Background: an optimization exercise with open tools, aiming at small area. Do not read the settings as production practice.
RTL that was checked went through simulation tests only; none was proved equivalent to the original.
Function not checked in runs 1 to 3: the RTL went through the layout flow alone.
In every run shown here, the design's own scripts or RTL, not TritonCTS, make the clock network.
The clock input has no modelled driver; a real chip could not lean on it and would need a root buffer or a full tree.
Power and IR drop assume default switching activity.

==> design.v <==
module game_logic (
    input wire clk,
    input wire reset,
    input wire up_btn,
    input wire down_btn,
    input wire left_btn,
    input wire right_btn,
    input wire select_btn,
    output reg [3:0] cursor_pos,    
    output reg [15:0] card_states,  
    output reg [7:0] move_count_d,  
    output wire game_won,           
    output reg game_won_d,          
    output reg card_matched         
);
    reg [3:0] first_card_pos;
    reg first_card_selected;
    reg move_inc;
    wire [1:0] row = cursor_pos[3:2];
    wire [1:0] col = cursor_pos[1:0];
    wire go_up = up_btn && (row != 2'd0);
    wire go_row = go_up || (down_btn && (row != 2'd3));
    wire go_left = !go_row && left_btn && (col != 2'd0);
    wire go_col = go_left || (!go_row && right_btn && (col != 2'd3));
    wire cur_up = card_states[cursor_pos];
    wire same_value = (first_card_pos[0] ^ first_card_pos[3]) == (cursor_pos[0] ^ cursor_pos[3]);
    wire pick = select_btn && !cur_up;
    wire second = pick && first_card_selected;
    wire is_match = second && same_value;
    assign game_won = (&card_states) && !move_inc;
    wire turn_up = pick && !is_match;
    wire [3:0] up_row = turn_up ? (4'b0001 << cursor_pos[3:2]) : 4'b0000;
    wire [3:0] up_col = 4'b0001 << cursor_pos[1:0];
    wire [3:0] dn_row = is_match ? (4'b0001 << first_card_pos[3:2]) : 4'b0000;
    wire [3:0] dn_col = 4'b0001 << first_card_pos[1:0];
    wire [15:0] card_states_next;
    genvar i;
    generate
        for (i = 0; i < 16; i = i + 1) begin : card
            assign card_states_next[i] = !(reset || (dn_row[i / 4] && dn_col[i % 4])) &&
                                         (card_states[i] || (up_row[i / 4] && up_col[i % 4]));
        end
    endgenerate
    always @(posedge clk) begin
        card_states <= card_states_next;
        if (reset) begin
            cursor_pos <= 4'b0000;
            move_count_d <= 8'hFF;
            move_inc <= 1'b1;
            game_won_d <= 1'b0;
            card_matched <= 1'b0;
            first_card_selected <= 1'b0;
        end else begin
            cursor_pos <= {row + {go_up, go_row}, col + {go_left, go_col}};
            move_count_d <= move_count_d + {7'd0, move_inc};
            move_inc <= second;
            card_matched <= is_match;
            game_won_d <= game_won;
            if (pick)
                first_card_selected <= !first_card_selected;
        end
        if (pick && !first_card_selected)
            first_card_pos <= cursor_pos;
    end
endmodule
module vga_display (
    input wire clk,
    input wire reset,
    input wire [15:0] card_states,
    input wire [3:0] cursor_pos,
    output wire hsync,
    output wire vsync,
    output wire [3:0] red,
    output wire [3:0] green,
    output wire [3:0] blue
);
    reg [9:0] h_count;   
    reg [9:0] v_count;   
    reg video_on;
    wire h_end = h_count[9] & h_count[8] & (&h_count[4:0]);            
    wire v_end = v_count[9] & v_count[3] & v_count[2];                 
    assign hsync = h_count[9] & !h_count[8] & h_count[7] &
                   (h_count[6:4] != 3'b000) & (h_count[6:4] != 3'b111);
    assign vsync = (v_count[8:1] == 8'b11110101);
    wire h_act = !(h_count[9] & (h_count[8] | h_count[7]));            
    wire v_act = !v_count[9] & !(&v_count[8:5]);                       
    always @(posedge clk) begin
        if (reset || h_end)
            h_count <= 10'd0;
        else
            h_count <= h_count + 10'd1;
        if (reset || (h_end && v_end))
            v_count <= 10'd0;
        else if (h_end)
            v_count <= v_count + 10'd1;
        video_on <= h_act && v_act;
    end
    wire [3:0] grid_cell = {v_count[7:6], h_count[7:6]};
    wire hit = (grid_cell == cursor_pos);
    wire up = card_states[grid_cell];
    wire a = video_on & (hit | up);    
    wire b = video_on & (hit | !up);   
    wire c = video_on & !hit & up;     
    wire d = video_on & !hit & !up;    
    assign red = {a, b, a, b};
    assign green = {c, d, c, d};
    assign blue = {c, d, c, d};
endmodule
module uart_logger (
    input wire clk,
    input wire reset,
    input wire [3:0] card_pos,
    input wire card_flipped,
    input wire card_matched,
    input wire game_won,
    input wire [7:0] move_count,
    output reg uart_tx
);
    reg [3:0] phase;
    reg [9:0] baud;
    reg src_pos;         
    reg src_match;       
    reg [3:0] pos;
    wire idle = !phase[3] && !phase[1] && phase[0];
    wire event_in = card_flipped || card_matched || game_won;
    wire load = idle && event_in;
    wire bit_end = baud[9] & (&baud[6:0]);
    wire [2:0] k = phase[2:0];
    wire data_bit = src_pos ? (!k[2] && pos[k[1:0]]) :
                    src_match ? k[0] : move_count[k];
    always @(posedge clk) begin
        if (reset || idle || bit_end)
            baud <= 10'd0;
        else
            baud <= {baud[8:0], !(baud[9] ^ baud[0])};
        if (reset) begin
            phase <= 4'b0001;
            uart_tx <= 1'b1;
        end else begin
            if (load)
                phase <= 4'b0111;
            else if (bit_end) begin
                phase[2:0] <= phase[2:0] + 3'd1;
                phase[3] <= phase[3] ? !(&phase[2:0]) : phase[2];
            end
            uart_tx <= phase[3] ? data_bit : !phase[2];
        end
        if (load) begin
            src_pos <= card_flipped;
            src_match <= !card_flipped && card_matched;
            pos <= card_pos;
        end
    end
endmodule
module card_flip_game_top (
    input wire clk,            
    input wire reset,          
    input wire up_btn,
    input wire down_btn,
    input wire left_btn,
    input wire right_btn,
    input wire select_btn,
    output wire hsync,
    output wire vsync,
    output wire [3:0] red,
    output wire [3:0] green,
    output wire [3:0] blue,
    output wire [6:0] seg_display,
    output wire [3:0] seg_select,
    output wire uart_tx
);
    wire [3:0] cursor_pos;
    wire [15:0] card_states;
    wire [7:0] move_count_d;
    wire game_won;
    wire game_won_d;
    wire card_matched;
    game_logic game_controller (
        .clk(clk),
        .reset(reset),
        .up_btn(up_btn),
        .down_btn(down_btn),
        .left_btn(left_btn),
        .right_btn(right_btn),
        .select_btn(select_btn),
        .cursor_pos(cursor_pos),
        .card_states(card_states),
        .move_count_d(move_count_d),
        .game_won(game_won),
        .game_won_d(game_won_d),
        .card_matched(card_matched)
    );
    vga_display display (
        .clk(clk),
        .reset(reset),
        .card_states(card_states),
        .cursor_pos(cursor_pos),
        .hsync(hsync),
        .vsync(vsync),
        .red(red),
        .green(green),
        .blue(blue)
    );
    seven_segment_driver seg_driver (
        .move_count_d(move_count_d[3:0]),
        .game_won_d(game_won_d),
        .seg_display(seg_display),
        .seg_select(seg_select)
    );
    uart_logger game_logger (
        .clk(clk),
        .reset(reset),
        .card_pos(cursor_pos),
        .card_flipped(select_btn),
        .card_matched(card_matched),
        .game_won(game_won),
        .move_count(move_count_d),
        .uart_tx(uart_tx)
    );
endmodule
module seven_segment_driver (
    input wire [3:0] move_count_d,
    input wire game_won_d,
    output reg [6:0] seg_display,
    output wire [3:0] seg_select
);
    assign seg_select = 4'b1110;
    localparam [15:0] SEG0 = 16'hfc12;
    localparam [15:0] SEG1 = 16'hfc60;
    localparam [15:0] SEG2 = 16'hfc04;
    localparam [15:0] SEG3 = 16'hfc92;
    localparam [15:0] SEG4 = 16'hfeba;
    localparam [15:0] SEG5 = 16'hfc8e;
    localparam [15:0] SEG6 = 16'hfc83;
    wire [6:0] digit = {SEG6[move_count_d], SEG5[move_count_d], SEG4[move_count_d],
                        SEG3[move_count_d], SEG2[move_count_d], SEG1[move_count_d],
                        SEG0[move_count_d]};
    always @(*) begin
        if (game_won_d)
            seg_display = 7'b0010101;
        else
            seg_display = digit;
    end
endmodule
==> flow/run.sh <==
#!/bin/bash
# Layout flow: the standard ORFS flow (standard.sh) with
#  - synthesis: synth_recipe.tcl, but abc maps with an area script and no
#    adder cells (same registers, names and cell types);
#  - 1x buffers on the ports;
#  - a one-level clock tree: CTS_NBUF clock buffers fed by the clock port,
#    each driving one cluster of registers, built before global placement
#    (flow/gpl_hook.tcl, flow/clock_tree.tcl) and sized after placement
#    (flow/cts_hook.tcl).
# Each tool's output goes to standard_flow.log here (ORFS's own logs are
# under orfs/logs).
set -euo pipefail
F=$PWD/flow
export FLOW_ABC_SCRIPT=$F/area.script
export CTS_NBUF=${CTS_NBUF:-4}
export CTS_MASTER=${CTS_MASTER:-sky130_fd_sc_hd__clkbuf_8}
export CTS_SIZES=${CTS_SIZES:-"sky130_fd_sc_hd__clkbuf_8 sky130_fd_sc_hd__buf_8 sky130_fd_sc_hd__buf_12 sky130_fd_sc_hd__clkbuf_16"}
export CTS_SLEW_NS=${CTS_SLEW_NS:-0.105}
bash standard.sh \
  "SYNTH_SCRIPT=$F/synth_area.tcl" \
  "ADDER_MAP_FILE=" \
  "BUFFER_PORTS_ARGS=-buffer_cell sky130_fd_sc_hd__buf_1" \
  "PRE_GLOBAL_PLACE_TCL=$F/gpl_hook.tcl" \
  "PRE_CTS_TCL=$F/cts_hook.tcl" \
  finish > standard_flow.log 2>&1
==> flow/area.script <==
strash
dch
map -a
&get -n
&st
&dch
&nf -R 1000 -p
&put
==> flow/clock_tree.tcl <==
proc manual_clock_tree {nbuf master} {
  set block [ord::get_db_block]
  set clk [$block findNet clk]
  set sinks [$clk getITerms]
  set pts {}
  foreach it $sinks {
    set box [[$it getInst] getBBox]
    lappend pts [list [expr {([$box xMin] + [$box xMax]) / 2}] [expr {([$box yMin] + [$box yMax]) / 2}]]
  }
  set n [llength $pts]
  # k-means, seeded along the sinks sorted by x then y
  set order [lsort -integer -indices [lmap p $pts {expr {[lindex $p 0] * 4 + [lindex $p 1]}}]]
  set cent {}
  for {set k 0} {$k < $nbuf} {incr k} {
    lappend cent [lindex $pts [lindex $order [expr {($k * 2 + 1) * $n / (2 * $nbuf)}]]]
  }
  for {set iter 0} {$iter < 50} {incr iter} {
    set asg {}
    foreach p $pts {
      set best 0; set bd -1
      for {set k 0} {$k < $nbuf} {incr k} {
        set c [lindex $cent $k]
        set d [expr {abs([lindex $p 0] - [lindex $c 0]) + abs([lindex $p 1] - [lindex $c 1])}]
        if {$bd < 0 || $d < $bd} { set bd $d; set best $k }
      }
      lappend asg $best
    }
    set new {}
    for {set k 0} {$k < $nbuf} {incr k} {
      set sx 0; set sy 0; set m 0
      foreach p $pts a $asg { if {$a == $k} { incr sx [lindex $p 0]; incr sy [lindex $p 1]; incr m } }
      if {$m == 0} { lappend new [lindex $cent $k] } else { lappend new [list [expr {$sx / $m}] [expr {$sy / $m}]] }
    }
    set cent $new
  }
  set mst [[ord::get_db] findMaster $master]
  for {set k 0} {$k < $nbuf} {incr k} {
    set inst [odb::dbInst_create $block $mst "clkbuf_leaf_$k"]
    set onet [odb::dbNet_create $block "clknet_leaf_$k"]
    $onet setSigType CLOCK
    [$inst findITerm A] connect $clk
    [$inst findITerm X] connect $onet
    set c [lindex $cent $k]
    $inst setLocation [lindex $c 0] [lindex $c 1]
    $inst setPlacementStatus PLACED
    set cnt 0
    foreach it $sinks a $asg {
      if {$a == $k} { $it disconnect; $it connect $onet; incr cnt }
    }
    puts "manual clock tree: $master clkbuf_leaf_$k at $c drives $cnt registers"
  }
}

==> flow/cts_hook.tcl <==
# PRE_CTS hook: the clock tree was built before global placement
# (flow/gpl_hook.tcl), so clock_tree_synthesis only propagates the clock
# and sizes each clock buffer: the smallest of CTS_SIZES whose output slew,
# estimated from the placement, is under CTS_SLEW_NS.
rename clock_tree_synthesis orfs_clock_tree_synthesis
proc clock_tree_synthesis {args} {
  set_propagated_clock [all_clocks]
  estimate_parasitics -placement
  foreach inst [get_cells clkbuf_leaf_*] {
    foreach m $::env(CTS_SIZES) {
      replace_cell $inst $m
      estimate_parasitics -placement
      set out [get_pins -of_objects $inst -filter "direction==output"]
      set s [get_property $out slew_max]
      if {$s < $::env(CTS_SLEW_NS)} { break }
    }
    puts "clock buffer [get_property $inst name]: $m, estimated slew $s"
  }
}
==> flow/gpl_hook.tcl <==
# PRE_GLOBAL_PLACE hook: builds the clock tree (flow/clock_tree.tcl) right
# after the ports are buffered, from the positions of the placement that
# skipped the IOs, so global placement pulls each cluster to its buffer.
source [file join [file dirname [info script]] clock_tree.tcl]
rename buffer_ports orfs_buffer_ports
proc buffer_ports {args} {
  orfs_buffer_ports {*}$args
  manual_clock_tree $::env(CTS_NBUF) $::env(CTS_MASTER)
}
==> flow/synth_area.tcl <==
# synth_recipe.tcl with one change: abc maps with the area script named by FLOW_ABC_SCRIPT.
proc synth {args} { yosys synth -nofsm -noshare {*}$args }
proc abc {args} {
  set i [lsearch -exact $args -script]
  if {$i >= 0 && [info exists ::env(FLOW_ABC_SCRIPT)]} { lset args [expr {$i + 1}] $::env(FLOW_ABC_SCRIPT) }
  yosys abc {*}$args
}
source $::env(SCRIPTS_DIR)/synth.tcl
# left out here: clear keep_hierarchy, flatten, clean up, hide names made inside functions, write 1_2_yosys.v
==> standard.sh <==
#!/bin/bash
# synth_recipe.tcl (not shown) runs the flow's synth.tcl, then flattens the netlist and writes it again
# the make line also repeats each setting of config.mk as NAME=value (left out here)
make -C /OpenROAD-flow-scripts/flow DESIGN_CONFIG=/design/flow/config.mk WORK_HOME=/design/flow/orfs CLKGATE_MAP_FILE= SYNTH_SCRIPT=/design/flow/synth_recipe.tcl "${@:-finish}"
==> config.mk <==
export PLATFORM = sky130hd
export DESIGN_NAME = card_flip_game_top
export DESIGN_NICKNAME = card_flip_game_top
export VERILOG_FILES = /design/flow/design.v
export SDC_FILE = /design/flow/constraint.sdc
export NUM_CORES = 4
export LEC_CHECK = 0
export CAP_MARGIN = 20
export CORE_MARGIN = 2
export CORE_UTILIZATION = 80
export SLEW_MARGIN = 20
==> constraint.sdc <==
create_clock -name core_clock -period 10.0 [get_ports {clk}]
set_input_delay 2.0000 -clock core_clock [delete_from_list [all_inputs] [get_ports {clk}]]
set_output_delay 2.0000 -clock core_clock [all_outputs]
set_load 0.01 [all_outputs]
==> metrics.md, run 1 <==
| Metric | Value |
|---|---|
| Final period util | `0.4108` |
| Vias per cell | `6.460` |
| Number of max-cap violations | `0` |
| CP max FO | `8` |
| Critical Path Stages | `7` |
| Final ANT Viol Nets | `0` |
| Overall power | `567.3 uW` |
| Maximum vdd drop | `0.0002101 V` |
| Post-synth EDFFs | `10` |
| Worst slew margin relative to its limit | `0.4452` |
| Crit-path cells | `mux4_2 > nand2_1 > nor2_1 > a31oi_1 > o21ai_0 > a21boi_0 > buf_1` |
| Minimum clock period | `4108 ps` |
| Die area | `4906 um2` |
| CP endpoint | `red[0]` |
| FF+latch area | `1662 um2` |
| Post-Syn Instances | `381` |
| Element type at the critical path end | `output port` |
| DRT iter0 DRCs | `255` |
| ANT cells | `0` |
| Row Count | `24` |
| Final setup vio count | `0` |
| Worst path max stage delay | `550 ps` |
| Post-DP HPWL | `5.276 mm` |
| CTS resizes | `0` |
| Static Leak | `1.308 nW` |
| CP top delay family | `compound AO/OA/AOI/OAI gates` |
| FILL cells | `246` |
| Critical-path top delay cell | `dfxtp_1` |
| R2R Setup Slk | `6900 ps` |
| Core footprint | `4264 um2` |
| Largest net degree at the start of global routing | `43` |
| WL/cell | `15.75 um` |
| R2r endpoint | `game_controller.card_states[11]` |
| Area occupied by multi-input gates | `1700 um2` |
| Syn_area_per_cell | `9.159 um2` |
| P&R area growth vs syn | `3.801%` |
| I/O pins | `33` |
| Synth warn | `4` |
| Post-Syn Area | `3490 um2` |
| CP bufs+invs | `1` |
| Max Freq | `243.4 MHz` |
| RSZ-0062 raised after global routing | `no` |
| Setup crit start kind | `register` |
| DP Area | `3610 um2` |
| Met2 WL | `3.521 mm` |
| Clk_skew | `37.88 ps` |
| Initial DRT Pass Iterations | `5` |
| Initial Util | `0.8184` |
| Final nets | `409` |
| Tot GR Track Use | `0.2951` |
| Switching share of power | `0.2600` |
| Kind of critical path | `reg -> out` |
| Dpl cells | `452` |
| Ys flop type | `dfxtp_1` |
| Port bufs | `28` |
| Routed WL | `7.121 mm` |
| Seq/Total Area, Yosys | `0.4762` |
| Hold Buf Count CTS | `0` |
| GP Congestion | `0.9142` |
| WL met3 | `427 um` |
| Launching point of the worst reg2reg path | `game_controller.cursor_pos[1]` |
| Fin area | `3622 um2` |
| Logic pwr share | `0.150` |
| Top cells by area, synth | `dfxtp_1 39%, edfxtp_1 8.6%, a21oi_1 5.7%` |
| Die width | `70.05 um` |
| Max-slew violation total from the final report | `0` |
| Routed via count | `2920` |
| Outcome | `complete, no violations` |
| Worst-path clk slew | `90 ps` |
| Worst skew pair latency | `160 ps` |
| Fin. Hold Viols | `0` |
| Worst min path class | `reg -> reg` |
| Crit path from | `display.h_count[7]` |
| Antenna violations before repair | `0` |
| Global-route wire length before repair | `12.21 mm` |
| Yosys reg bits | `78` |
| Met1 WL | `2.979 mm` |
| Unique masters post-synth | `43` |
| Dominant cell type by area after synthesis | `dfxtp_1` |
| Clock group share of total power | `0.223` |
| FF-to-FF path depth | `9` |
| Pint | `419.8 uW` |
| Share of cells above drive strength 1 | `0.02750` |
| Switching power | `147.5 uW` |
| Vias in the first global route | `2727` |
| Critical path arrival | `2110 ps` |
| Detailed-route DRC error count | `0` |
| Fin Setup TNS | `0 ps` |
| Critical path required time | `8000 ps` |
| Actual slew at the worst max-slew pin | `832.2 ps` |
| Top cell type's share of synthesized area | `0.3901` |
| Post-synthesis async set-or-reset flop share | `0` |
| Final core area utilization | `0.8495` |
| Post-Layout Cell Count | `452` |
| Top Layer Used | `met4` |
| Seq pwr share | `0.627` |
| PD cells | `156.6 nW/um2` |
| DIE HEIGHT | `70.05 um` |
| Setup Fix Bufs, Post-CTS | `0` |
| Overflow left after global routing | `0` |
## cells in the final DEF, fill, tap and decap left out, types with 2 or more instances in the layout
cell type	instances
o21ai_0	5
o21ba_1	2
xnor2_1	11
o21bai_1	4
nor2b_1	7
or3_1	4
buf_1	28
a22o_1	3
nand3_1	7
o21a_1	3
conb_1	4
dfxtp_1	68
a22oi_1	3
clkinv_1	4
a221oi_1	3
a21boi_0	3
nand4_1	8
buf_12	2
or2_0	2
and2_0	3
nand2_1	20
a21oi_1	40
mux4_2	6
and3_1	25
nor2_1	50
o22ai_1	2
xor2_1	6
a21o_1	4
edfxtp_1	10
nor4_1	4
nor3b_1	3
clkbuf_8	2
nand2b_1	7
nor3_1	35
## cell type report
cell class / count / area share
timing repair buffer: 29 / 0.03109
sequential: 78 / 0.4587
multi-input combinational: 285 / 0.4694
tap: 52 / 0.01796
buffer: 4 / 0.01865
inverter: 4 / 0.004145
## per-stage QoR
step | setup slack, ps | hold WS (ps)
floorplan | 6249 | 412.6
global placement | 6103 | 429.7
detailed placement | 6045 | 432.2
CTS | 5885 | 445.4
global route | 5703 | 464.1
finish | 5892 | 453.5
## power groups by stage
stage                     registers [mW]  logic, mW  clock network [mW]
after floorplan                    0.356     0.0727                   0
after global placement             0.361     0.0807              0.0840
after detailed placement           0.362     0.0841              0.0840
after CTS                          0.355     0.0849               0.128
after global routing               0.358     0.0956               0.137
final                              0.356     0.0853               0.126
## worst min path at each step
| stage | from | to | slack, ps | depth (start not counted) |
|---|---|---|---|---|
| after global routing | display.v_count[9] | display.video_on | 460 | 1 |
| after global placement | display.v_count[9] | display.video_on | 430 | 1 |
| final | display.v_count[9] | display.video_on | 450 | 1 |
| after detailed placement | display.v_count[9] | display.video_on | 430 | 1 |
| after floorplan | display.v_count[9] | display.video_on | 410 | 1 |
| after CTS | display.v_count[9] | display.video_on | 450 | 1 |
## kinds of logic (layout without fill, tap and decap cells)
kind of cell,count (synthesis),after routing,share of synthesized area
xor+xnor,17,17,0.04267
buf+inv,20,37,0.03872
mux,7,7,0.04159
flops,78,78,0.4762
compound gates,79,79,0.1420
other cells,2,4,0.002152
simple gates,178,178,0.2567
## cell usage after synthesis, drive strengths merged, types with 3 or more instances
master and instances:
a21boi 3, o21a 3, and3 25, dfxtp 68, a21o 4, a221oi 3, nand4 8, o21ai 5
xnor2 11, nand2b 7, buf 16, a22oi 3, nor3b 3, clkinv 4, xor2 6, or3 4
o21bai 4, edfxtp 10, mux4 6, nand2 20, nand3 7, a22o 3, and2 3, nor4 4
nor2 50, a21oi 40, nor3 35, nor2b 7
## per-layer routing
layer / track usage / vias to the layer above
met2: 0.5185 / 117
met4: 0.08547 / 0
met1: 0.3954 / 1366
li1: - / 1413
met5: 0 / -
met3: 0.02020 / 24
## worst reg2reg max path: cells and delay by family (launching register included)
| family | cells | cell delay (ps) |
|---|---|---|
| AND/OR/NAND/NOR | 5 | 1550 |
| AO/OA/AOI/OAI | 4 | 900 |
| flip-flops | 1 | 570 |
## sequential cells by signal, summed over array words and instances, names as in the netlist
| signal | cells |
|---|---|
| game_controller.game_won_d | 1 |
| display.video_on | 1 |
| game_logger.pos | 4 |
| game_controller.card_states | 16 |
| game_controller.card_matched | 1 |
| game_controller.move_inc | 1 |
| game_logger.baud | 10 |
| game_controller.first_card_selected | 1 |
| game_logger.src_pos | 1 |
| game_controller.cursor_pos | 4 |
| game_controller.move_count_d | 8 |
| game_logger.phase | 4 |
| game_logger.src_match | 1 |
| display.h_count | 10 |
| game_controller.first_card_pos | 4 |
| display.v_count | 10 |
| game_logger.uart_tx | 1 |
==> run 2, diff against run 1 <==
--- a/config.mk
+++ b/config.mk
@@ -9,3 +9,3 @@
 export CORE_MARGIN = 2
-export CORE_UTILIZATION = 80
+export CORE_UTILIZATION = 70
 export SLEW_MARGIN = 20
==> run 2 against run 1 <==
Compared with the run above: flip-flop and latch count unchanged; setup slack lost 32 ps; combinational power down 2%; die area rose by 13%; maximum frequency shrank 0.77%; total power decreased by 0.44%; register-to-register slack is essentially flat; first-iteration DRC count decreased by 43%; hold slack got worse by 2.3 ps; sequential share of layout area fell by 0.24 points; synthesized cell count unchanged; wire length shrank 3.5%; critical path type unchanged; largest power group unchanged.
==> metrics.md, run 2 <==
| Metric | Value |
|---|---|
| Actual slew at the worst max-slew pin | `831.8 ps (-0.3568 ps)` |
| Worst Setup Slack, final | `5860 ps (-32.06 ps)` |
| Crit path from | `display.h_count[7]` |
| ANT cells | `0 (unchanged)` |
| Overflow left after global routing | `0 (unchanged)` |
| WL/cell | `14.71 um (-6.6%)` |
| RSZ-0062 raised after global routing | `no` |
| Largest register FFs | `16 (unchanged)` |
| Static Leak | `1.308 nW (unchanged)` |
| Synth warn | `4 (unchanged)` |
| Syn_area_per_cell | `9.159 um2 (unchanged)` |
| Critical path arrival | `2140 ps (+30 ps)` |
| Hold Buf Count CTS | `0 (unchanged)` |
| Biggest register | `game_controller.card_states` |
| Worst min path class | `reg -> reg` |
| Clk_skew | `37.82 ps (-0.05040 ps)` |
| Max-slew violation total from the final report | `0 (unchanged)` |
| Fin area | `3641 um2 (+0.52%)` |
| Post-Syn Area | `3490 um2 (unchanged)` |
| Top cell type's share of synthesized area | `0.3901 (unchanged)` |
| Element type at the critical path end | `output port` |
| Detailed-route DRC error count | `0 (unchanged)` |
| Max Freq | `241.6 MHz (-0.77%)` |
| Initial Util | `0.7339 (-0.08442)` |
| Post-Syn Instances | `381 (unchanged)` |
| Row Count | `25 (+4.2%)` |
| Outcome | `complete, no violations` |
| DIE HEIGHT | `74.61 um (+6.5%)` |
| Fin. Hold Viols | `0 (unchanged)` |
| Commonest cells after routing, fill and taps aside | `68 x dfxtp_1, 50 x nor2_1, 40 x a21oi_1` |
| Clock group share of total power | `0.221 (-0.002)` |
| Vias in the first global route | `2482 (-9.0%)` |
| P&R area growth vs syn | `4.338%` |
| GP Congestion | `0.9108 (-0.37%)` |
| Worst skew pair latency | `160 ps (about the same)` |
| Share of cells above drive strength 1 | `0.02750 (unchanged)` |
| Final nets | `409 (unchanged)` |
| Final period util | `0.4140 (+0.003206)` |
| Tot GR Track Use | `0.2541 (-0.04095)` |
| DP Area | `3628 um2 (+0.52%)` |
| Ys flop type | `dfxtp_1` |
| Switching share of power | `0.2570 (-0.002964)` |
| Worst-path clk slew | `90 ps (about the same)` |
| Seq pwr share | `0.630 (+0.003)` |
| Setup crit start kind | `register` |
| Routed WL | `6.870 mm (-3.5%)` |
| Hold_ws | `451.2 ps (-2.298 ps)` |
| Dominant cell type by area after synthesis | `dfxtp_1` |
| Vias per cell | `6.054 (-6.3%)` |
| Complex-gate fraction of the synthesized area | `0.1420 (unchanged)` |
| Antenna violations before repair | `0 (unchanged)` |
| Final setup vio count | `0 (unchanged)` |
| Initial DRT Pass Iterations | `4 (-1)` |
| Top cells by area, synth | `dfxtp_1 39%, edfxtp_1 8.6%, a21oi_1 5.7%` |
| DRT iter0 DRCs | `146 (-43%)` |
| Pint | `419.7 uW (about the same)` |
| Die width | `74.61 um (+6.5%)` |
| Post-DP HPWL | `5.225 mm (-0.97%)` |
| CP top delay family | `compound AO/OA/AOI/OAI gates` |
| Dpl ws | `6025 ps (-19.70 ps)` |
| Count leader, synth | `dfxtp_1` |
| R2R Setup Slk | `6910 ps (about the same)` |
| Hold Path Cell Cnt | `1 (unchanged)` |
| Unique masters post-synth | `43 (unchanged)` |
| Minimum clock period | `4140 ps (+32.06 ps)` |
| Crit-path cells | `mux4_2 > nand2_1 > nor2_1 > a31oi_1 > o21ai_0 > a21boi_0 > buf_1` |
| I/O pins | `33 (unchanged)` |
| Commonest non-fill, non-tap cell in the layout | `dfxtp_1` |
| Worst slew margin relative to its limit | `0.4455 (about the same)` |
| Largest net degree at the start of global routing | `43 (unchanged)` |
| CP endpoint | `red[0]` |
| Launching point of the worst reg2reg path | `game_controller.cursor_pos[0]` |
| Kind of critical path | `reg -> out` |
| Main combinational cell family by area after synthesis | `simple AND/OR/NAND/NOR gates` |
| Maximum vdd drop | `0.0002088 V (-0.61%)` |
| Overall power | `564.8 uW (-0.44%)` |
| Hold path start | `game_logger.baud[8]` |
| Core footprint | `4755 um2 (+12%)` |
| Logic pwr share | `0.148 (-0.002)` |
| Die area | `5566 um2 (+13%)` |
| CP max FO | `8 (unchanged)` |
| Critical path required time | `8000 ps (about the same)` |
| Fin Setup TNS | `0 ps (unchanged)` |
| Routed via count | `2827 (-3.2%)` |
| Global-route wire length before repair | `11.41 mm (-6.6%)` |
| R2r endpoint | `game_controller.card_states[11]` |
| PD cells | `155.1 nW/um2 (-0.95%)` |
| CP bufs+invs | `1 (unchanged)` |
| Final ANT Viol Nets | `0 (unchanged)` |
| Critical Path Stages | `7 (unchanged)` |
| CTS resizes | `0 (unchanged)` |
| Synth cell count leaders | `68 x dfxtp_1, 50 x nor2_1, 40 x a21oi_1, 35 x nor3_1, 25 x and3_1` |
| Post-synthesis adder-cell area fraction | `0 (unchanged)` |
| Switching power | `145.2 uW (-1.6%)` |
| Post-synthesis async set-or-reset flop share | `0 (unchanged)` |
| Post-synthesis xor/xnor area fraction | `0.04267 (unchanged)` |
| Yosys reg bits | `78 (unchanged)` |
| FF-to-FF path depth | `9 (unchanged)` |
| Simple-Gate Fraction of Synth Area | `0.2567 (unchanged)` |
| Worst path max stage delay | `550 ps (about the same)` |
| Mux contribution to synthesized area | `0.04159 (unchanged)` |
| Critical-path top delay cell | `dfxtp_1` |
| Seq/Total Area, Yosys | `0.4762 (unchanged)` |
| Setup Fix Bufs, Post-CTS | `0 (unchanged)` |
| Port bufs | `28 (unchanged)` |
| Post-synth EDFFs | `10 (unchanged)` |
| Number of max-cap violations | `0 (unchanged)` |
-- run 2: cell counts in the layout (fill, tap and decap cells not counted) --
No cell type changed its count.
-- run 2: power groups by stage --
stage / clock network (mW) / logic [mW] / registers, mW
3_3_place_gp: 0.0840 / 0.0812 / 0.362
5_1_grt: 0.137 / 0.0942 / 0.359
3_5_place_dp: 0.0840 / 0.0831 / 0.363
2_1_floorplan: 0 / 0.0727 / 0.356
6_report: 0.125 / 0.0837 / 0.356
4_1_cts: 0.129 / 0.0836 / 0.355
-- run 2: cells by family (layout without fill, tap and decap cells) --
group / count (synthesis) / count (layout)
mux: 7 / 7
xor+xnor: 17 / 17
compound gates: 79 / 79
simple gates: 178 / 178
buf+inv: 20 / 37
other cells: 2 / 4
flops: 78 / 78
-- run 2: final cells by class --
type	count	area [um2]
fill	380	1114
timing repair buffer	29	112.6
multi-input combinational	285	1700
inverter	4	15.01
tap	67	83.83
buffer	4	67.56
sequential	78	1662
-- run 2: metrics by stage --
| step | cells | utilization |
|---|---|---|
| after global placement | 467 | 0.7632 |
| after floorplan | 383 | - |
| after detailed placement | 467 | 0.7632 |
| after CTS | 467 | 0.7658 |
| after global routing | 467 | 0.7658 |
| final | 467 | 0.7658 |
-- run 2: worst min-delay path by stage --
stage | endpoint | slack [ps]
2_1_floorplan | display.video_on | 410
3_3_place_gp | display.video_on | 440
3_5_place_dp | display.video_on | 450
4_1_cts | game_logger.baud[9] | 450
5_1_grt | display.video_on | 490
6_report | game_logger.baud[9] | 450
-- run 2: worst reg2reg max path, stage by stage (launching register included) --
cell and delay, ps:
dfxtp_1 590, nor2_1 290, a22o_1 290, a221oi_1 210, o221ai_1 170, nor3_1 490
nand2_1 240, nor3b_1 490, a21oi_1 130, nor3_1 140
-- run 2: layer usage --
layer,global-route usage,vias up,wire length (um),part of all wire
li1,-,1413,-,-
met1,0.3587,1329,3115,0.45
met2,0.4494,77,3431,0.50
met3,0.01355,8,256,0.037
met4,0.02976,0,66,0.0096
met5,0,-,0,0
==> run 3, diff against run 2 <==
--- a/design.v
+++ b/design.v
@@ -49,4 +49,2 @@
             move_inc <= 1'b1;
-            game_won_d <= 1'b0;
-            card_matched <= 1'b0;
             first_card_selected <= 1'b0;
@@ -56,4 +54,2 @@
             move_inc <= second;
-            card_matched <= is_match;
-            game_won_d <= game_won;
             if (pick)
@@ -61,2 +57,4 @@
         end
+        card_matched <= is_match;
+        game_won_d <= game_won;
         if (pick && !first_card_selected)
@@ -131,3 +129,3 @@
     always @(posedge clk) begin
-        if (reset || idle || bit_end)
+        if (idle || bit_end)
             baud <= 10'd0;
@@ -135,14 +133,11 @@
             baud <= {baud[8:0], !(baud[9] ^ baud[0])};
-        if (reset) begin
+        if (reset)
             phase <= 4'b0001;
-            uart_tx <= 1'b1;
-        end else begin
-            if (load)
-                phase <= 4'b0111;
-            else if (bit_end) begin
-                phase[2:0] <= phase[2:0] + 3'd1;
-                phase[3] <= phase[3] ? !(&phase[2:0]) : phase[2];
-            end
-            uart_tx <= phase[3] ? data_bit : !phase[2];
-        end
+        else if (load)
+            phase <= 4'b0111;
+        else if (bit_end) begin
+            phase[2:0] <= phase[2:0] + 3'd1;
+            phase[3] <= phase[3] ? !(&phase[2:0]) : phase[2];
+        end
+        uart_tx <= phase[3] ? data_bit : !phase[2];
         if (load) begin
--- a/flow/run.sh
+++ b/flow/run.sh
@@ -17,3 +17,3 @@
 export CTS_SIZES=${CTS_SIZES:-"sky130_fd_sc_hd__clkbuf_8 sky130_fd_sc_hd__buf_8 sky130_fd_sc_hd__buf_12 sky130_fd_sc_hd__clkbuf_16"}
-export CTS_SLEW_NS=${CTS_SLEW_NS:-0.105}
+export CTS_SLEW_NS=${CTS_SLEW_NS:-0.112}
 bash standard.sh \
==> flow/area.script (replaced) <==
strash
balance
rewrite
refactor
balance
rewrite
rewrite -z
balance
refactor -z
rewrite -z
balance
&get -n
&st
&dch
&nf -R 1000 -p
&put
==> run 3 against run 2 <==
Compared with the run above: still clean; global-route usage fell by 1.1 points; sequential share of layout area increased by 0.62 points; clock skew down 3.1 ps; combinational power increased by about 10%; area after synthesis decreased by 1.1%; register-to-register slack got worse by 280 ps; setup slack lost 120 ps; via count is 2.1% lower; critical path type unchanged; critical endpoint is now green[0]; largest cell class is now sequential cells; highest routed layer unchanged.
==> metrics.md, run 3 <==
| Metric | Value |
|---|---|
| DIE HEIGHT | `74.23 um (-0.51%)` |
| Vias per cell | `6.209 (+2.6%)` |
| Largest net degree at the start of global routing | `40 (-7.0%)` |
| Initial DRT Pass Iterations | `5 (+1)` |
| Final nets | `388 (-5.1%)` |
| Worst path max stage delay | `610 ps (+60 ps)` |
| CP bufs+invs | `1 (unchanged)` |
| Crit-path cells | `mux4_2 > a21oi_1 > a32o_1 > nor2b_1 > and2_0 > buf_1` |
| Commonest cells after routing, fill and taps aside | `68 x dfxtp_1, 45 x a21oi_1, 38 x nor2_1` |
| Share of cells above drive strength 1 | `0.03166 (+0.004162)` |
| Kind of critical path | `reg -> out` |
| Hold_ws | `457.1 ps (+5.852 ps)` |
| Overflow left after global routing | `0 (unchanged)` |
| Final setup vio count | `0 (unchanged)` |
| Global-route wire length before repair | `10.79 mm (-5.4%)` |
| Port bufs | `28 (unchanged)` |
| Largest register FFs | `16 (unchanged)` |
| Dominant cell type by area after synthesis | `dfxtp_1` |
| Routed WL | `6.706 mm (-2.4%)` |
| Max Freq | `234.7 MHz (-2.8%)` |
| Count leader, synth | `dfxtp_1` |
| Number of max-cap violations | `0 (unchanged)` |
| Top cells by area, synth | `dfxtp_1 39%, edfxtp_1 8.7%, a21oi_1 6.5%` |
| PD cells | `157.6 nW/um2 (+1.6%)` |
| Post-Syn Area | `3452 um2 (-1.1%)` |
| Critical path arrival | `2260 ps (+120 ps)` |
| I/O pins | `33 (unchanged)` |
| Clk_skew | `34.74 ps (-3.080 ps)` |
| Synth warn | `4 (unchanged)` |
| CP top delay family | `flip-flops` |
| Post-DP HPWL | `4.937 mm (-5.5%)` |
| Die width | `74.23 um (-0.51%)` |
| Max-slew violation total from the final report | `0 (unchanged)` |
| Fin area | `3592 um2 (-1.3%)` |
| Maximum vdd drop | `0.0002065 V (-1.1%)` |
| Final period util | `0.4261 (+0.01210)` |
| P&R area growth vs syn | `4.060%` |
| Static Leak | `1.234 nW (-5.7%)` |
| Post-Syn Instances | `360 (-5.5%)` |
| Element type at the critical path end | `output port` |
| DRT iter0 DRCs | `171 (+17%)` |
| Ys flop type | `dfxtp_1` |
| Tot GR Track Use | `0.2427 (-0.01143)` |
| WL/cell | `15.04 um (+2.2%)` |
| CP max FO | `10 (+2)` |
| Vias in the first global route | `2355 (-5.1%)` |
| Unique masters post-synth | `43 (unchanged)` |
| Minimum clock period | `4261 ps (+121.0 ps)` |
| RSZ-0062 raised after global routing | `no` |
| Yosys reg bits | `78 (unchanged)` |
| Worst skew pair latency | `160 ps (about the same)` |
| Synth cell count leaders | `68 x dfxtp_1, 45 x a21oi_1, 38 x nor2_1, 18 x nor2b_1` |
| Actual slew at the worst max-slew pin | `951.7 ps (+119.9 ps)` |
| Fin. Hold Viols | `0 (unchanged)` |
| Routed via count | `2769 (-2.1%)` |
| Row Count | `25 (unchanged)` |
| Setup crit start kind | `register` |
| Fin Setup TNS | `0 ps (unchanged)` |
| Worst-path clk slew | `110 ps (+20 ps)` |
| Outcome | `complete, no violations` |
| Setup Fix Bufs, Post-CTS | `0 (unchanged)` |
| DP Area | `3591 um2 (-1.0%)` |
| Top cell type's share of synthesized area | `0.3943 (+0.004242)` |
| Hold Buf Count CTS | `0 (unchanged)` |
| Core footprint | `4755 um2 (unchanged)` |
| Initial Util | `0.7261 (-0.007895)` |
| Worst min path class | `reg -> reg` |
| Worst slew margin relative to its limit | `0.3588 (-0.08666)` |
| ANT cells | `0 (unchanged)` |
| Seq/Total Area, Yosys | `0.4813 (+0.005177)` |
| GP Congestion | `0.8975 (-1.5%)` |
| Die area | `5509 um2 (-1.0%)` |
| Biggest register | `game_controller.card_states` |
| Detailed-route DRC error count | `0 (unchanged)` |
| Syn_area_per_cell | `9.589 um2 (+4.7%)` |
| Post-synth EDFFs | `10 (unchanged)` |
| Critical-path top delay cell | `dfxtp_1` |
| Antenna violations before repair | `0 (unchanged)` |
| Post-synthesis async set-or-reset flop share | `0 (unchanged)` |
| Commonest non-fill, non-tap cell in the layout | `dfxtp_1` |
| Final ANT Viol Nets | `0 (unchanged)` |
| CTS resizes | `0 (unchanged)` |
| Critical path required time | `8000 ps (about the same)` |
[run 3: cells by family after synthesis]
group | after synthesis | share of synthesized area
other | 2 | 0.002176
DFF | 78 | 0.4813
and+or+nand+nor | 136 | 0.2055
muxes | 7 | 0.04567
AOI/OAI and AO/OA | 98 | 0.1809
xor gates and xnor gates | 17 | 0.04313
buffers and inverters | 22 | 0.04132
[run 3: per-layer routing]
layer	share of wire	up-vias	GRT usage
li1	-	1353	-
met1	0.47	1291	0.3697
met2	0.45	111	0.3919
met3	0.057	14	0.005420
met4	0.021	0	0.05754
met5	0	-	0
[run 3: layout make-up]
cell class,count,area [um2]
fillers,355,1162
multi-input cells,262,1655
repair buffers,29,112.6
well taps,67,83.83
flip-flops and latches,78,1662
plain buffers,4,56.30
inverters,6,22.52
[run 3: where the power goes]
group | switching, mW | internal, mW
Clock | 0.0732 | 0.0395
Combinational | 0.0540 | 0.0383
Sequential | 0.0250 | 0.336
Total | 0.152 | 0.414
[run 3: stage by stage]
step	util	setup slack, ps	power, mW	std cells
floorplan	-	6157	0.4410	362
global placement	0.7553	6050	0.5392	446
detailed placement	0.7553	5919	0.5429	446
CTS	0.7555	5712	0.5688	446
global route	0.7555	5554	0.5944	446
finish	0.7555	5739	0.5660	446
[run 3: worst paths after layout]
check | startpoint | endpoint | cells past startpoint | slack [ps]
hold / removal | game_logger.baud[7] | game_logger.baud[8] | 1 | 460
setup reg to reg | game_controller.cursor_pos[0] | game_controller.card_states[11] | 10 | 6630
setup / recovery | display.h_count[7] | green[0] | 6 | 5740
hold reg to reg | game_logger.baud[7] | game_logger.baud[8] | 1 | 460
==> run 4, diff against run 3 <==
--- a/design.v
+++ b/design.v
@@ -119,4 +119,3 @@
     reg src_pos;         
-    reg src_match;       
-    reg [3:0] pos;
+    reg [3:0] pos;       
     wire idle = !phase[3] && !phase[1] && phase[0];
@@ -127,3 +126,3 @@
     wire data_bit = src_pos ? (!k[2] && pos[k[1:0]]) :
-                    src_match ? k[0] : move_count[k];
+                    pos[0] ? k[0] : move_count[k];
     always @(posedge clk) begin
@@ -144,4 +143,3 @@
             src_pos <= card_flipped;
-            src_match <= !card_flipped && card_matched;
-            pos <= card_pos;
+            pos <= {card_pos[3:1], card_flipped ? card_pos[0] : card_matched};
         end
--- a/flow/area.script
+++ b/flow/area.script
@@ -16 +16,2 @@
 &put
+mfs3 -a
==> run 4 against run 3 <==
Compared with the run above: wire length decreased by 2.8%; sequential share of layout area decreased by 0.37 points; core utilization decreased by 0.27 points; global-route usage increased by 0.56 points; still clean on timing, DRC and antenna; total power about the same; flip-flop and latch count decreased by 1; via count decreased by 1.2%.
==> metrics.md, run 4 <==
| Metric | Value |
|---|---|
| Row Count | `25 (unchanged)` |
| Final nets | `394 (+1.5%)` |
| Unique masters post-synth | `41 (-4.7%)` |
| Initial Util | `0.7219 (-0.004198)` |
| Dominant cell type by area after synthesis | `dfxtp_1` |
| RSZ-0062 raised after global routing | `no` |
| WL/cell | `14.42 um (-4.1%)` |
| Setup Fix Bufs, Post-CTS | `0 (unchanged)` |
| Vias per cell | `6.051 (-2.5%)` |
| DRT iter0 DRCs | `188 (+9.9%)` |
| Seq pwr share | `0.630 (-0.008)` |
| FF-to-FF path depth | `11 (+1)` |
| Top cell type's share of synthesized area | `0.3993 (+0.004920)` |
| Share of cells above drive strength 1 | `0.02597 (-0.005688)` |
| Post-DP HPWL | `4.816 mm (-2.4%)` |
| Critical-path top delay cell | `dfxtp_1` |
| Clk_skew | `37.19 ps (+2.448 ps)` |
| Critical Path Stages | `8 (+2)` |
| Final period util | `0.4134 (-0.01272)` |
| Die area | `5445 um2 (-1.2%)` |
| Port bufs | `28 (unchanged)` |
| Synth warn | `4 (unchanged)` |
| Post-Syn Area | `3410 um2 (-1.2%)` |
| Hold Buf Count CTS | `0 (unchanged)` |
| Clock group share of total power | `0.210 (+0.011)` |
| Switching power | `151.6 uW (-0.35%)` |
| Post-synthesis async set-or-reset flop share | `0 (unchanged)` |
| GP Congestion | `0.9268 (+3.3%)` |
| Post-Syn Instances | `366 (+1.7%)` |
| CTS resizes | `0 (unchanged)` |
| Vias in the first global route | `2414 (+2.5%)` |
| Initial DRT Pass Iterations | `8 (+3)` |
| CP bufs+invs | `1 (unchanged)` |
| Final core area utilization | `0.7528 (-0.002678)` |
| Count leader, synth | `dfxtp_1` |
| Antenna violations before repair | `0 (unchanged)` |
| Pint | `413.8 uW (about the same)` |
| CP top delay family | `flip-flops` |
| Routed via count | `2735 (-1.2%)` |
| Overflow left after global routing | `0 (unchanged)` |
| Static Leak | `1.235 nW (+0.12%)` |
| Seq/Total Area, Yosys | `0.4785 (-0.002802)` |
| Commonest non-fill, non-tap cell in the layout | `dfxtp_1` |
| Critical path required time | `8000 ps (about the same)` |
| Fin. Hold Viols | `0 (unchanged)` |
| Outcome | `complete, no violations` |
| Logic pwr share | `0.160 (-0.003)` |
| Commonest cells after routing, fill and taps aside | `68 x dfxtp_1, 47 x a21oi_1, 42 x nor2_1` |
| Core footprint | `4723 um2 (-0.66%)` |
| Largest register FFs | `16 (unchanged)` |
| Worst min path class | `reg -> reg` |
| Top cells by area, synth | `dfxtp_1 40%, edfxtp_1 7.9%, a21oi_1 6.9%` |
| ANT cells | `0 (unchanged)` |
| Worst-path clk slew | `100 ps (about the same)` |
| Syn_area_per_cell | `9.316 um2 (-2.9%)` |
| Die width | `73.79 um (-0.59%)` |
| Max Freq | `241.9 MHz (+3.1%)` |
| Kind of critical path | `reg -> out` |
| I/O pins | `33 (unchanged)` |
| Number of max-cap violations | `0 (unchanged)` |
| Actual slew at the worst max-slew pin | `776.4 ps (-175.3 ps)` |
| Final ANT Viol Nets | `0 (unchanged)` |
| Worst skew pair latency | `160 ps (about the same)` |
| CP max FO | `10 (unchanged)` |
| Detailed-route DRC error count | `0 (unchanged)` |
| Fin Setup TNS | `0 ps (unchanged)` |
| Crit-path cells | `mux4_2 > nand2_1 > nand2_1 > a21oi_1 > a21oi_1 > nor2b_1 > and2_0 > buf_1` |
| Minimum clock period | `4134 ps (-127.2 ps)` |
| P&R area growth vs syn | `4.294%` |
| Tot GR Track Use | `0.2483 (+0.005568)` |
| Worst path max stage delay | `610 ps (about the same)` |
| Maximum vdd drop | `0.0002312 V (+12%)` |
| Switching share of power | `0.2681 (-0.0006640)` |
| Biggest register | `game_controller.card_states` |
| Yosys reg bits | `77 (-1.3%)` |
| Final setup vio count | `0 (unchanged)` |
| Max-slew violation total from the final report | `0 (unchanged)` |
| Post-synth EDFFs | `9 (-1)` |
| Ys flop type | `dfxtp_1` |
| Global-route wire length before repair | `11.03 mm (+2.2%)` |
| Critical path arrival | `2130 ps (-130 ps)` |
| Largest net degree at the start of global routing | `40 (unchanged)` |
| DIE HEIGHT | `73.79 um (-0.59%)` |
| Routed WL | `6.520 mm (-2.8%)` |
| Element type at the critical path end | `output port` |
| PD cells | `159.0 nW/um2 (+0.92%)` |
| Synth cell count leaders | `68 x dfxtp_1, 47 x a21oi_1, 42 x nor2_1, 17 x a211oi_1, 17 x nand2_1` |
| Overall power | `565.4 uW (about the same)` |
| Setup crit start kind | `register` |
| Worst slew margin relative to its limit | `0.4751 (+0.1163)` |
| Hold Path Cell Cnt | `1 (unchanged)` |
-- run 4: cell families after synthesis --
family	Yosys count	synth area share
compound gates	103	0.1901
xor+xnor	16	0.04110
buf+inv	23	0.04294
flops	77	0.4785
mux	7	0.03890
other cells	2	0.002203
simple gates	138	0.2062
-- run 4: cell type report --
type | instances | area, um2
plain buffers | 4 | 62.56
multi-input cells | 268 | 1639
inverters | 7 | 26.28
repair buffers | 29 | 112.6
well taps | 67 | 83.83
fillers | 344 | 1167
flip-flops and latches | 77 | 1632
-- run 4: path summary, 6_finish.rpt --
kind | from | end | slack, ps
worst max-delay path | display.h_count[7] | blue[1] | 5870
worst min-delay path | game_logger.baud[8] | game_logger.baud[9] | 450
worst max register to register | game_controller.cursor_pos[0] | game_controller.card_states[3] | 6630
worst min register to register | game_logger.baud[8] | game_logger.baud[9] | 450
-- run 4: layer usage --
metal  GRT usage  up-vias  routed length (um)
met1      0.3808     1236                3118
met2      0.3958      119                2869
met4     0.03232        0                  62
met3     0.01783        6                 469
met5           0        -                   0
li1            -     1374                   -
-- run 4: power groups by stage --
stage,Sequential [mW],Clock [mW],Combinational (mW)
final,0.356,0.119,0.0905
after global routing,0.360,0.131,0.102
after CTS,0.355,0.121,0.0904
after detailed placement,0.363,0.0833,0.0900
after global placement,0.362,0.0833,0.0875
after floorplan,0.355,0,0.0797
-- run 4: through the flow --
| stage | setup WS [ps] | instances | cell area (um2) | hold slack (ps) |
|---|---|---|---|---|
| global route | 5662 | 452 | 3556 | 465.2 |
| global placement | 6112 | 452 | 3548 | 424.4 |
| floorplan | 6168 | 368 | 3417 | 413.8 |
| CTS | 5844 | 452 | 3556 | 454.3 |
| detailed placement | 6041 | 452 | 3548 | 429.7 |
| finish | 5866 | 452 | 3556 | 450.2 |
-- run 4: worst register-to-register path, delay by kind of cell (launching register included) --
family,cells,cell delay [ps]
compound gates,6,1230
simple gates,4,1180
flops,1,640
buf+inv,1,200
==> run 5, diff against run 4 <==
--- a/flow/area.script
+++ b/flow/area.script
@@ -16,2 +16 @@
 &put
-mfs3 -a
==> run 5 against run 4 <==
Compared with the run above: still clean on timing, DRC and antenna; wire length about the same; combinational power increased by 0.4%; critical path depth unchanged; clock power increased by 4%; maximum frequency about the same; area after synthesis increased by 0.55%; flip-flop and latch count unchanged; sequential share of layout area decreased by 0.30 points; synthesized cell count unchanged; core utilization increased by 0.50 points; final cell count unchanged; register-to-register slack about the same; critical endpoint is now blue[3]; largest cell class unchanged; highest routed layer unchanged.
==> metrics.md, run 5 <==
| Metric | Value |
|---|---|
| Worst-path clk slew | `80 ps (-20 ps)` |
| Crit path from | `display.h_count[7]` |
| P&R area growth vs syn | `4.416%` |
| Worst min path class | `reg -> reg` |
| Detailed-route DRC error count | `0 (unchanged)` |
| Outcome | `complete, no violations` |
| Crit-path cells | `mux4_2 > nand2_1 > nand2_1 > a21oi_1 > a21oi_1 > nor2b_1 > and2_0 > buf_1` |
| Die width | `73.98 um (+0.26%)` |
| WL met3 | `207 um (-56%)` |
| Maximum vdd drop | `0.0002157 V (-6.7%)` |
| I/O pins | `33 (unchanged)` |
| Initial Util | `0.7258 (+0.003974)` |
| Complex-gate fraction of the synthesized area | `0.1876 (-0.002501)` |
| Post-Syn Instances | `366 (unchanged)` |
| Overflow left after global routing | `0 (unchanged)` |
| Launching point of the worst reg2reg path | `game_controller.cursor_pos[0]` |
| PD cells | `159.4 nW/um2 (+0.26%)` |
| Routed WL | `6.522 mm (about the same)` |
| Max-slew violation total from the final report | `0 (unchanged)` |
| Critical path required time | `8000 ps (about the same)` |
| Die area | `5473 um2 (+0.52%)` |
| RSZ-0062 raised after global routing | `no` |
| Critical-path top delay cell | `dfxtp_1` |
| Simple-Gate Fraction of Synth Area | `0.2131 (+0.006900)` |
| Final nets | `394 (unchanged)` |
| Hold path start | `game_logger.baud[7]` |
| Worst path max stage delay | `610 ps (about the same)` |
| Fin Setup TNS | `0 ps (unchanged)` |
| Synth warn | `4 (unchanged)` |
| Overall power | `570.7 uW (+0.93%)` |
| WL/cell | `14.43 um (about the same)` |
| ANT cells | `0 (unchanged)` |
| Dominant cell type by area after synthesis | `dfxtp_1` |
| GP Congestion | `1.003 (+8.2%)` |
| Top Layer Used | `met4` |
| Yosys reg bits | `77 (unchanged)` |
| Setup crit start kind | `register` |
| Ys flop type | `dfxtp_1` |
| Post-synthesis adder-cell area fraction | `0 (unchanged)` |
| Static Leak | `1.239 nW (+0.33%)` |
| Post-synthesis xor/xnor area fraction | `0.04088 (-0.0002250)` |
| R2R Setup Slk | `6640 ps (about the same)` |
| Element type at the critical path end | `output port` |
| Commonest cells after routing, fill and taps aside | `68 x dfxtp_1, 48 x a21oi_1, 42 x nor2_1` |
| Main combinational cell family by area after synthesis | `simple AND/OR/NAND/NOR gates` |
| Post-synthesis async set-or-reset flop share | `0 (unchanged)` |
| Hold Buf Count CTS | `0 (unchanged)` |
| Top cell type's share of synthesized area | `0.3971 (-0.002186)` |
| Final setup vio count | `0 (unchanged)` |
| Commonest non-fill, non-tap cell in the layout | `dfxtp_1` |
| Initial DRT Pass Iterations | `4 (-4)` |
| CP max FO | `10 (unchanged)` |
| Syn_area_per_cell | `9.367 um2 (+0.55%)` |
| Global-route wire length before repair | `10.90 mm (-1.3%)` |
| Max Freq | `242.1 MHz (about the same)` |
| Share of cells above drive strength 1 | `0.02597 (unchanged)` |
| Fin. Hold Viols | `0 (unchanged)` |
| Worst skew pair latency | `160 ps (about the same)` |
| Antenna violations before repair | `0 (unchanged)` |
| Met2 WL | `3.017 mm (+5.2%)` |
| Unique masters post-synth | `44 (+7.3%)` |
| Row Count | `25 (unchanged)` |
| Minimum clock period | `4131 ps (-2.610 ps)` |
| DRT iter0 DRCs | `171 (-9.0%)` |
| Met1 WL | `3.237 mm (+3.8%)` |
| Largest register FFs | `16 (unchanged)` |
| Biggest register | `game_controller.card_states` |
| DIE HEIGHT | `73.98 um (+0.26%)` |
| Seq/Total Area, Yosys | `0.4759 (-0.002620)` |
| Critical path arrival | `2130 ps (about the same)` |
| Number of max-cap violations | `0 (unchanged)` |
| Count leader, synth | `dfxtp_1` |
| Vias per cell | `6.091 (+0.66%)` |
| CP top delay family | `flip-flops` |
| Synth cell count leaders | `68 x dfxtp_1, 48 x a21oi_1, 42 x nor2_1, 17 x a211oi_1` |
| Final ANT Viol Nets | `0 (unchanged)` |
| Mux contribution to synthesized area | `0.03869 (-0.0002130)` |
| Core footprint | `4723 um2 (unchanged)` |
| Routed via count | `2753 (+0.66%)` |
| Setup Fix Bufs, Post-CTS | `0 (unchanged)` |
| Vias in the first global route | `2358 (-2.3%)` |
| Final period util | `0.4131 (about the same)` |
| Port bufs | `28 (unchanged)` |
| Top cells by area, synth | `dfxtp_1 40%, edfxtp_1 7.9%, a21oi_1 7.0%` |
| Post-synth EDFFs | `9 (unchanged)` |
| Clk_skew | `46.54 ps (+9.344 ps)` |
| CTS resizes | `0 (unchanged)` |
| Largest net degree at the start of global routing | `40 (unchanged)` |
| Actual slew at the worst max-slew pin | `827.7 ps (+51.32 ps)` |
| Post-Syn Area | `3428 um2 (+0.55%)` |
| Tot GR Track Use | `0.2453 (-0.002938)` |
| Kind of critical path | `reg -> out` |
| Post-DP HPWL | `4.890 mm (+1.5%)` |
| Worst slew margin relative to its limit | `0.4404 (-0.03470)` |
| CP bufs+invs | `1 (unchanged)` |
## run 5: power breakdown
| group | internal [mW] | switching, mW | total, mW |
|---|---|---|---|
| Clock | 0.0511 | 0.0733 | 0.124 |
| Combinational | 0.0369 | 0.0540 | 0.0909 |
| Sequential | 0.331 | 0.0242 | 0.355 |
| Total | 0.419 | 0.152 | 0.571 |
## run 5: layer usage
metal	global-route usage	vias up
met5	0	-
met4	0.02828	0
met3	0.004065	4
met2	0.4097	71
met1	0.3746	1306
li1	-	1372
## run 5: kinds of logic (layout without fill, tap and decap cells)
family / count (synthesis) / after routing
buf+inv: 22 / 39
other cells: 2 / 4
simple gates: 140 / 140
mux: 7 / 7
flops: 77 / 77
xor+xnor: 16 / 16
compound gates: 102 / 102
## run 5: path summary, 6_finish.rpt
kind / end / cells past startpoint
setup reg to reg: game_controller.card_states[9] / 11
hold reg to reg: game_logger.baud[8] / 1
setup / recovery: blue[3] / 8
hold / removal: game_logger.baud[8] / 1
## run 5: through the flow
step | std cells | util | worst slack [ps] | hold WS, ps | cell area (um2)
finish | 452 | 0.7579 | 5869 | 457.4 | 3580
global route | 452 | 0.7579 | 5656 | 469.9 | 3580
CTS | 452 | 0.7579 | 5864 | 462.7 | 3580
detailed placement | 452 | 0.7552 | 6012 | 439.4 | 3567
global placement | 452 | 0.7552 | 6111 | 419.0 | 3567
floorplan | 368 | - | 6167 | 413.8 | 3436
## run 5: layout make-up
| class | instances | area, um2 |
|---|---|---|
| well taps | 67 | 83.83 |
| plain buffers | 4 | 67.56 |
| fillers | 361 | 1144 |
| repair buffers | 29 | 112.6 |
| inverters | 6 | 22.52 |
| flip-flops and latches | 77 | 1632 |
| multi-input cells | 269 | 1662 |
==> run 6, diff against run 5 <==
--- a/flow/run.sh
+++ b/flow/run.sh
@@ -4,3 +4,3 @@
 #    adder cells (same registers, names and cell types);
-#  - 1x buffers on the ports;
+#  - 1x buffers on the ports, and one tie cell for all constant outputs;
 #  - a one-level clock tree: CTS_NBUF clock buffers fed by the clock port,
--- a/flow/area.script
+++ b/flow/area.script
@@ -16 +16,2 @@
 &put
+mfs3 -a
==> flow/gpl_hook.tcl (replaced) <==
# PRE_GLOBAL_PLACE hook: merges the tie cells (flow/ties.tcl) and builds the
# clock tree (flow/clock_tree.tcl) right after the ports are buffered, from the positions of the placement that
# skipped the IOs, so global placement pulls each cluster to its buffer.
source [file join [file dirname [info script]] clock_tree.tcl]
source [file join [file dirname [info script]] ties.tcl]
rename buffer_ports orfs_buffer_ports
proc buffer_ports {args} {
  orfs_buffer_ports {*}$args
  merge_tie_cells
  manual_clock_tree $::env(CTS_NBUF) $::env(CTS_MASTER)
}
==> flow/ties.tcl (new file) <==
# Merge the tie cells: one conb_1 drives every constant output, its HI pin
# the outputs tied high and its LO pin those tied low.
proc merge_tie_cells {} {
  set block [ord::get_db_block]
  set ties {}
  foreach inst [$block getInsts] {
    if {[[$inst getMaster] getName] eq "sky130_fd_sc_hd__conb_1"} { lappend ties $inst }
  }
  if {[llength $ties] < 2} { return }
  set keep [lindex $ties 0]
  foreach inst [lrange $ties 1 end] {
    foreach pin {HI LO} {
      set net [[$inst findITerm $pin] getNet]
      if {$net eq "NULL"} { continue }
      set knet [[$keep findITerm $pin] getNet]
      [$inst findITerm $pin] disconnect
      if {$knet eq "NULL"} {
        [$keep findITerm $pin] connect $net
        continue
      }
      foreach bt [$net getBTerms] { $bt disconnect; $bt connect $knet }
      foreach it [$net getITerms] { $it disconnect; $it connect $knet }
      odb::dbNet_destroy $net
    }
    odb::dbInst_destroy $inst
  }
  puts "merged [llength $ties] tie cells into [$keep getName]"
}
==> run 6 against run 5 <==
Compared with the run above: total power is 1.2% lower; synthesized cell count stayed put; critical endpoint is now blue[1]; final area is 1.0% lower; maximum frequency is 0.72% lower; sequential power hardly changed; critical path depth stayed put; global-route usage is 0.37 points higher; highest routed layer unchanged; hold slack better by 0.59 ps; final cell count is 0.66% lower; area after synthesis is 0.55% lower; clock skew is 5.4 ps lower.
==> metrics.md, run 6 <==
| Metric | Value |
|---|---|
| Launching point of the worst reg2reg path | `game_controller.cursor_pos[0]` |
| GR peak layer | `met2` |
| Maximum vdd drop | `0.0001929 V (-11%)` |
| Worst Hold Path EP | `game_logger.baud[9]` |
| Actual slew at the worst max-slew pin | `931.0 ps (+103.2 ps)` |
| Port bufs | `28 (unchanged)` |
| Die area | `5445 um2 (-0.51%)` |
| Static Leak | `1.225 nW (-1.1%)` |
| Outcome | `complete, no violations` |
| Post-Syn Area | `3410 um2 (-0.55%)` |
| Global-route wire length before repair | `11.02 mm (+1.1%)` |
| Core footprint | `4723 um2 (unchanged)` |
| Overflow left after global routing | `0 (unchanged)` |
| Yosys reg bits | `77 (unchanged)` |
| Routed WL | `6.574 mm (+0.80%)` |
| Clk_skew | `41.14 ps (-5.396 ps)` |
| RSZ-0062 raised after global routing | `no` |
| Critical path required time | `8000 ps (about the same)` |
| Share of cells above drive strength 1 | `0.02618 (+0.0002040)` |
| Biggest register | `game_controller.card_states` |
| CP bufs+invs | `1 (unchanged)` |
| Kind of critical path | `reg -> out` |
| Setup Fix Bufs, Post-CTS | `0 (unchanged)` |
| Hold_ws | `458.0 ps (+0.5880 ps)` |
| GP Congestion | `0.9389 (-6.4%)` |
| Synth warn | `4 (unchanged)` |
| Top cells by area, synth | `dfxtp_1 40%, edfxtp_1 7.9%, a21oi_1 6.9%` |
| Final period util | `0.4161 (+0.002997)` |
| Hold Buf Count CTS | `0 (unchanged)` |
| Unique masters post-synth | `41 (-6.8%)` |
| WL/cell | `14.64 um (+1.5%)` |
| Fin. Hold Viols | `0 (unchanged)` |
| Die width | `73.79 um (-0.26%)` |
| Minimum clock period | `4161 ps (+29.97 ps)` |
| Max Freq | `240.3 MHz (-0.72%)` |
| P&R area growth vs syn | `3.927%` |
| Synth cell count leaders | `68 x dfxtp_1, 47 x a21oi_1, 42 x nor2_1, 17 x a211oi_1, 17 x nand2_1` |
| Commonest non-fill, non-tap cell in the layout | `dfxtp_1` |
| Post-synthesis async set-or-reset flop share | `0 (unchanged)` |
| Worst path max stage delay | `610 ps (about the same)` |
| Count leader, synth | `dfxtp_1` |
| Worst skew pair latency | `160 ps (about the same)` |
| Commonest cells after routing, fill and taps aside | `68 x dfxtp_1, 47 x a21oi_1, 42 x nor2_1` |
| Final nets | `392 (-0.51%)` |
| Worst-path clk slew | `110 ps (+30 ps)` |
| CTS resizes | `0 (unchanged)` |
| Dominant cell type by area after synthesis | `dfxtp_1` |
| R2R Setup Slk | `6570 ps (-70 ps)` |
| Post-synth EDFFs | `9 (unchanged)` |
| CP top delay family | `flip-flops` |
| Largest register FFs | `16 (unchanged)` |
| ANT cells | `0 (unchanged)` |
| Hold Path Cell Cnt | `1 (unchanged)` |
| CP max FO | `10 (unchanged)` |
| Fin Setup TNS | `0 ps (unchanged)` |
| Post-Syn Instances | `366 (unchanged)` |
| I/O pins | `33 (unchanged)` |
| Post-DP HPWL | `4.940 mm (+1.0%)` |
| Crit-path cells | `mux4_2 > nand2_1 > nand2_1 > a21oi_1 > a21oi_1 > nor2b_1 > and2_0 > buf_1` |
| R2r endpoint | `game_controller.card_states[3]` |
| Detailed-route DRC error count | `0 (unchanged)` |
| Row Count | `25 (unchanged)` |
| Routed via count | `2713 (-1.5%)` |
| Syn_area_per_cell | `9.316 um2 (-0.55%)` |
| Met1 usage | `0.3665 (-0.008038)` |
| Seq/Total Area, Yosys | `0.4785 (+0.002620)` |
| Number of max-cap violations | `0 (unchanged)` |
| Antenna violations before repair | `0 (unchanged)` |
| Final ANT Viol Nets | `0 (unchanged)` |
| Final setup vio count | `0 (unchanged)` |
| Ys flop type | `dfxtp_1` |
| Worst min path class | `reg -> reg` |
| Critical path arrival | `2160 ps (+30 ps)` |
| DRT iter0 DRCs | `149 (-13%)` |
| PD cells | `159.1 nW/um2 (-0.21%)` |
| Overall power | `563.8 uW (-1.2%)` |
| Vias per cell | `6.042 (-0.79%)` |
| Vias in the first global route | `2411 (+2.2%)` |
| Element type at the critical path end | `output port` |
| DIE HEIGHT | `73.79 um (-0.26%)` |
| Largest net degree at the start of global routing | `40 (unchanged)` |
| Max-slew violation total from the final report | `0 (unchanged)` |
| Hold path start | `game_logger.baud[8]` |
| Tot GR Track Use | `0.2490 (+0.003658)` |
| Setup crit start kind | `register` |
| Initial DRT Pass Iterations | `5 (+1)` |
| Worst slew margin relative to its limit | `0.3728 (-0.06760)` |
| Initial Util | `0.7219 (-0.003974)` |
| GR Layer Usage met2 | `0.4048 (-0.004960)` |
| Critical-path top delay cell | `dfxtp_1` |
| GR Util met3 | `0.01783 (+0.01377)` |
| FF-to-FF path depth | `11 (unchanged)` |
| Top cell type's share of synthesized area | `0.3993 (+0.002186)` |
## run 6: worst max path at each step
stage          cells past startpoint               start        to
6_report                           8  display.h_count[7]   blue[1]
2_1_floorplan                      8  display.h_count[7]   blue[1]
3_3_place_gp                       8  display.h_count[7]   blue[1]
5_1_grt                            8  display.h_count[7]  green[3]
4_1_cts                            8  display.h_count[7]   blue[1]
3_5_place_dp                       8  display.h_count[7]   blue[1]
## run 6: power breakdown
part / total [mW] / switching [mW] / leakage, nW / internal [mW]
combinational: 0.0908 / 0.0546 / 0.553 / 0.0363
clock: 0.117 / 0.0730 / 0.0310 / 0.0442
sequential: 0.356 / 0.0245 / 0.641 / 0.331
## run 6: area by class of cell
cell class | count | area (um2)
Buffer | 4 | 61.31
Fill cell | 359 | 1180
Inverter | 7 | 26.28
Multi-Input combinational cell | 265 | 1628
Sequential cell | 77 | 1632
Tap cell | 67 | 83.83
Timing Repair Buffer | 29 | 112.6
## run 6: logic make-up after synthesis
family	count (synthesis)	synth area share
buffers and inverters	23	0.04294
muxes	7	0.03890
AOI/OAI and AO/OA	103	0.1901
and+or+nand+nor	138	0.2062
other	2	0.002203
xor gates and xnor gates	16	0.04110
DFF	77	0.4785
## run 6: routing by layer
metal	part of all wire	up-vias
met4	0.014	0
li1	-	1361
met1	0.48	1243
met3	0.057	10
met5	0	-
met2	0.45	99
## run 6: stage by stage
step | utilization | setup WS [ps] | std cells | instance area [um2]
after detailed placement | 0.7489 | 6023 | 449 | 3537
after CTS | 0.7502 | 5832 | 449 | 3543
after global placement | 0.7489 | 6111 | 449 | 3537
after floorplan | - | 6168 | 368 | 3417
final | 0.7502 | 5839 | 449 | 3543
after global routing | 0.7502 | 5626 | 449 | 3543

separate check: timing with driven ports:
The results above use ideal ports. As a check the final layouts listed here were re-extracted and re-timed, cells and wires unchanged.
Step 1, drivers: a clkbuf_16 drives clk and a buf_2 each remaining input, both assumed.
Step 2, shift: input delay + t, output delay - t, t = (earliest + latest rising clock arrival at the registers) / 2. This alone moves slack from input paths to output paths.
a / b / c = no drivers / after step 1 / after step 2; a / b = the first two.
run | t (ns) | setup WS [ns] | hold slack, ns | worst slew at a driven data input, ns
run 1 | 0.197 | 5.892 / 5.834 / 6.031 | 0.454 / 0.454 / 0.454 | 0.04
run 2 | 0.199 | 5.860 / 5.799 / 5.998 | 0.451 / 0.451 / 0.451 | 0.04
run 3 | 0.210 | 5.739 / 5.677 / 5.887 | 0.457 / 0.457 / 0.457 | 0.03
run 4 | 0.199 | 5.866 / 5.805 / 6.004 | 0.450 / 0.450 / 0.450 | 0.03
run 5 | 0.200 | 5.869 / 5.811 / 6.010 | 0.457 / 0.457 / 0.457 | 0.03
run 6 | 0.201 | 5.839 / 5.780 / 5.981 | 0.458 / 0.458 / 0.458 | 0.03
After both steps setup and hold are still met in every run listed.
